This design comes from an exercise in tuning for small area on the open sky130 flow, not from production work.
In this exercise RTL edits were held to simulation tests only and were not proved equivalent to the original.
The clock port is modelled as an ideal driver, which makes a skipped or thinned clock tree look cheaper than it is; a real chip needs a root buffer or a tree.
No activity file was given, so power comes from the tool's default toggle rates.

## exp/yarrow
==> flow/design.v <==
module onewire_controller (
    input        clk,
    input        rst,
    input        start,
    input        led_on,
    input [55:0] rom_code,
    output wire  busy,
    output wire  done,
    output wire  error,
    input  wire  dq_in,
    output wire  dq_oe
);
    reg [6:0] t;
    reg [6:0] b;
    reg [7:0] crc;
    reg       pres;
    reg       run;      
    wire rph    = b[6] & b[5];                         
    wire acc    = rph & ~b[4] & ~b[3] & ~b[1];         
    wire wrap   = (t[6] & t[3] & ~t[2]) | acc;        
    wire window = rph & b[4] & (b[3] | b[2] | (b[1] & b[0]));    
    wire early  = rph & ~window;                       
    wire ext    = b[2] & b[1] & b[0] & ((b[5] & b[4] & b[3]) | ~(b[5] | b[4] | b[3]));
    wire [63:0] tbl = {rom_code, 8'h55};
    wire rbit = tbl[b[5:0]];
    wire dbit = b[6] ? (b[3] ? led_on : crc[0]) : rbit;
    wire fb   = (crc[0] ^ rbit) & ~b[6] & (b[5] | b[4] | b[3]);
    wire [6:0] reload = {ext, ext | rph, ext, ext, ext | rph, ext & ~rph, ext & ~b[6]};
    wire late    = ~b[6] & ~b[5] & ~b[3] & t[6] & t[5] & t[1];
    wire end_err = late & ~t[0] & ~pres;
    wire [6:0] b_next = busy ? b + {6'd0, wrap} : 7'd101;
    always @(posedge clk) begin
        t <= wrap ? reload : t + 7'd1;
        {b[6], b[4:0]} <= {b_next[6], b_next[4:0]};
        if (wrap)    
            crc <= {fb, crc[7:5], crc[4:3] ^ {2{fb}}, crc[2:1]};
        pres <= ~early & (pres | (~dq_in & window));
    end
    always @(posedge clk or posedge rst) begin
        if (rst) begin
            run  <= 1'b0;
            b[5] <= 1'b1;
        end else begin
            run  <= busy ? ~end_err : start;
            b[5] <= b_next[5];
        end
    end
    assign done  = b[6] & ~b[5] & b[4];        
    assign busy  = run & ~done;
    assign error = late & ~pres;
    wire slot_oe = ~rph & ((t == 7'd0) | (~dbit & ~t[6] & ~(t[5] & t[4] & t[3] & t[2])));
    assign dq_oe = busy & ((early & ~acc) | slot_oe);
endmodule
Settings: LEC_CHECK=0, ABC_AREA=1, CAP_MARGIN=0, CORE_MARGIN=2, CORE_UTILIZATION=40, GPL_TIMING_DRIVEN=0, SLEW_MARGIN=0; clock period 10.0 ns.
standard.sh (not shown) runs the stock make flow with config.mk's settings and CLKGATE_MAP_FILE= SYNTH_SCRIPT=/design/flow/synth_recipe.tcl, a recipe that flattens the netlist after the stock synthesis.
==> flow/flow/run.sh <==
#!/bin/bash
# Standard ORFS layout (standard.sh) with these changes:
#  - synthesis: flow/synth.tcl maps 4:1 multiplexers to mux4 cells and keeps the
#    smallest of the area-oriented ABC mappings flow/abc_*.script; no adder
#    extraction (ADDER_MAP_FILE empty), so ABC maps the counters' incrementers itself;
#  - ports are buffered by buf_1 instead of clkdlybuf4s50_1;
#  - CTS uses clkbuf_8 without dummy loads, and flow/post_cts.tcl then removes
#    the tree's root buffer: the clock port drives the two leaf buffers;
#  - before repair_design after global placement, flow/pre_resize.tcl sizes up
#    gates whose output slew is near the limit, instead of a buffer being added.
set -euo pipefail
HERE=$(cd "$(dirname "${BASH_SOURCE[0]}")" && pwd)
export FLOW_SYNTH_TCL=$PWD/synth_recipe.tcl
bash standard.sh \
  "SYNTH_SCRIPT=$HERE/synth.tcl" \
  'ADDER_MAP_FILE=' \
  'BUFFER_PORTS_ARGS=-buffer_cell sky130_fd_sc_hd__buf_1' \
  'CTS_ARGS=-sink_clustering_enable -repair_clock_nets -dont_use_dummy_load -buf_list sky130_fd_sc_hd__clkbuf_8 -root_buf sky130_fd_sc_hd__clkbuf_8' \
  "POST_CTS_TCL=$HERE/post_cts.tcl" \
  "PRE_RESIZE_TCL=$HERE/pre_resize.tcl" \
  finish > make_finish.log 2>&1
==> flow/flow/pre_resize.tcl <==
# Run before ORFS's repair_design after global placement (PRE_RESIZE_TCL): size up
# the gates whose output slew is near the library limit (1.5 ns), so repair_design
# does not need to insert a buffer to fix it.
estimate_parasitics -placement
set limit 1.35
foreach inst [get_cells *] {
  set m [get_property $inst ref_name]
  if { ![regexp {^(sky130_fd_sc_hd__[a-z0-9]+)_([0-9]+)$} $m -> base size] } { continue }
  if { [string match sky130_fd_sc_hd__df* $m] || [string match sky130_fd_sc_hd__edf* $m] } { continue }
  foreach p [get_pins -of_objects $inst -filter "direction==output"] {
    if { [get_property $p slew_max] <= $limit } { continue }
    foreach s {1 2 4 8} {
      if { $s <= $size } { continue }
      set lc [get_lib_cells -quiet ${base}_$s]
      if { [llength $lc] == 0 } { continue }
      replace_cell $inst $lc
      estimate_parasitics -placement
      puts "pre_resize: [get_full_name $inst] $m -> ${base}_$s, slew [get_property $p slew_max]"
      if { [get_property $p slew_max] <= $limit } { break }
    }
  }
}
Other scripts of this flow, unchanged in this note and not shown: flow/flow/abc_a6.script, flow/flow/abc_d3.script, flow/flow/abc_d7.script, flow/flow/abc_e1.script, flow/flow/abc_e3.script, flow/flow/abc_e4.script, flow/flow/abc_s2.script, flow/flow/mux4map.v, flow/flow/post_cts.tcl, flow/flow/synth.tcl
What exp/garnet does differently from exp/yarrow at the input level:
diff --git a/flow/flow/run.sh b/flow/flow/run.sh
--- a/flow/flow/run.sh
+++ b/flow/flow/run.sh
@@ -7,5 +7,3 @@
 #  - CTS uses clkbuf_8 without dummy loads, and flow/post_cts.tcl then removes
-#    the tree's root buffer: the clock port drives the two leaf buffers;
-#  - before repair_design after global placement, flow/pre_resize.tcl sizes up
-#    gates whose output slew is near the limit, instead of a buffer being added.
+#    the tree's root buffer: the clock port drives the two leaf buffers.
 set -euo pipefail
@@ -19,3 +17,2 @@
   "POST_CTS_TCL=$HERE/post_cts.tcl" \
-  "PRE_RESIZE_TCL=$HERE/pre_resize.tcl" \
   finish > make_finish.log 2>&1
removed: flow/flow/pre_resize.tcl
[summary]
On first-pass GRT wire length: between exp/yarrow and exp/garnet, it ends up lower for exp/yarrow. Compared with exp/yarrow, in exp/garnet internal power consumption increased about 1%, area of the die essentially unchanged.

==> static timing again, ports no longer ideal <==
Ports are ideal in the flow. The routed layouts listed here were re-timed in OpenROAD.
Step 1: set_driving_cell puts a clkbuf_16 on clk and a buf_2 on each other input, an assumption about the parent block.
Step 2 also shifts input and output timing later by t, the mid clock arrival at the registers, as if the neighbouring blocks saw the same clock.
Three values: ideal, step 1, step 2; two values: the first two.
| run | t, ns | slack for setup (ns) | worst setup path at the end | latest minus earliest clock arrival (ns) |
|---|---|---|---|---|
| exp/yarrow | 0.168 | 3.779 / 3.755 / 3.755 | input to output | 0.012 / 0.012 |
| exp/garnet | 0.168 | 3.779 / 3.756 / 3.756 | input to output | 0.012 / 0.012 |
After both steps every run listed still meets setup and hold. The setup slack of exp/yarrow, which loses most, moves by -0.024 ns with the drivers and by -0.024 ns with both steps.
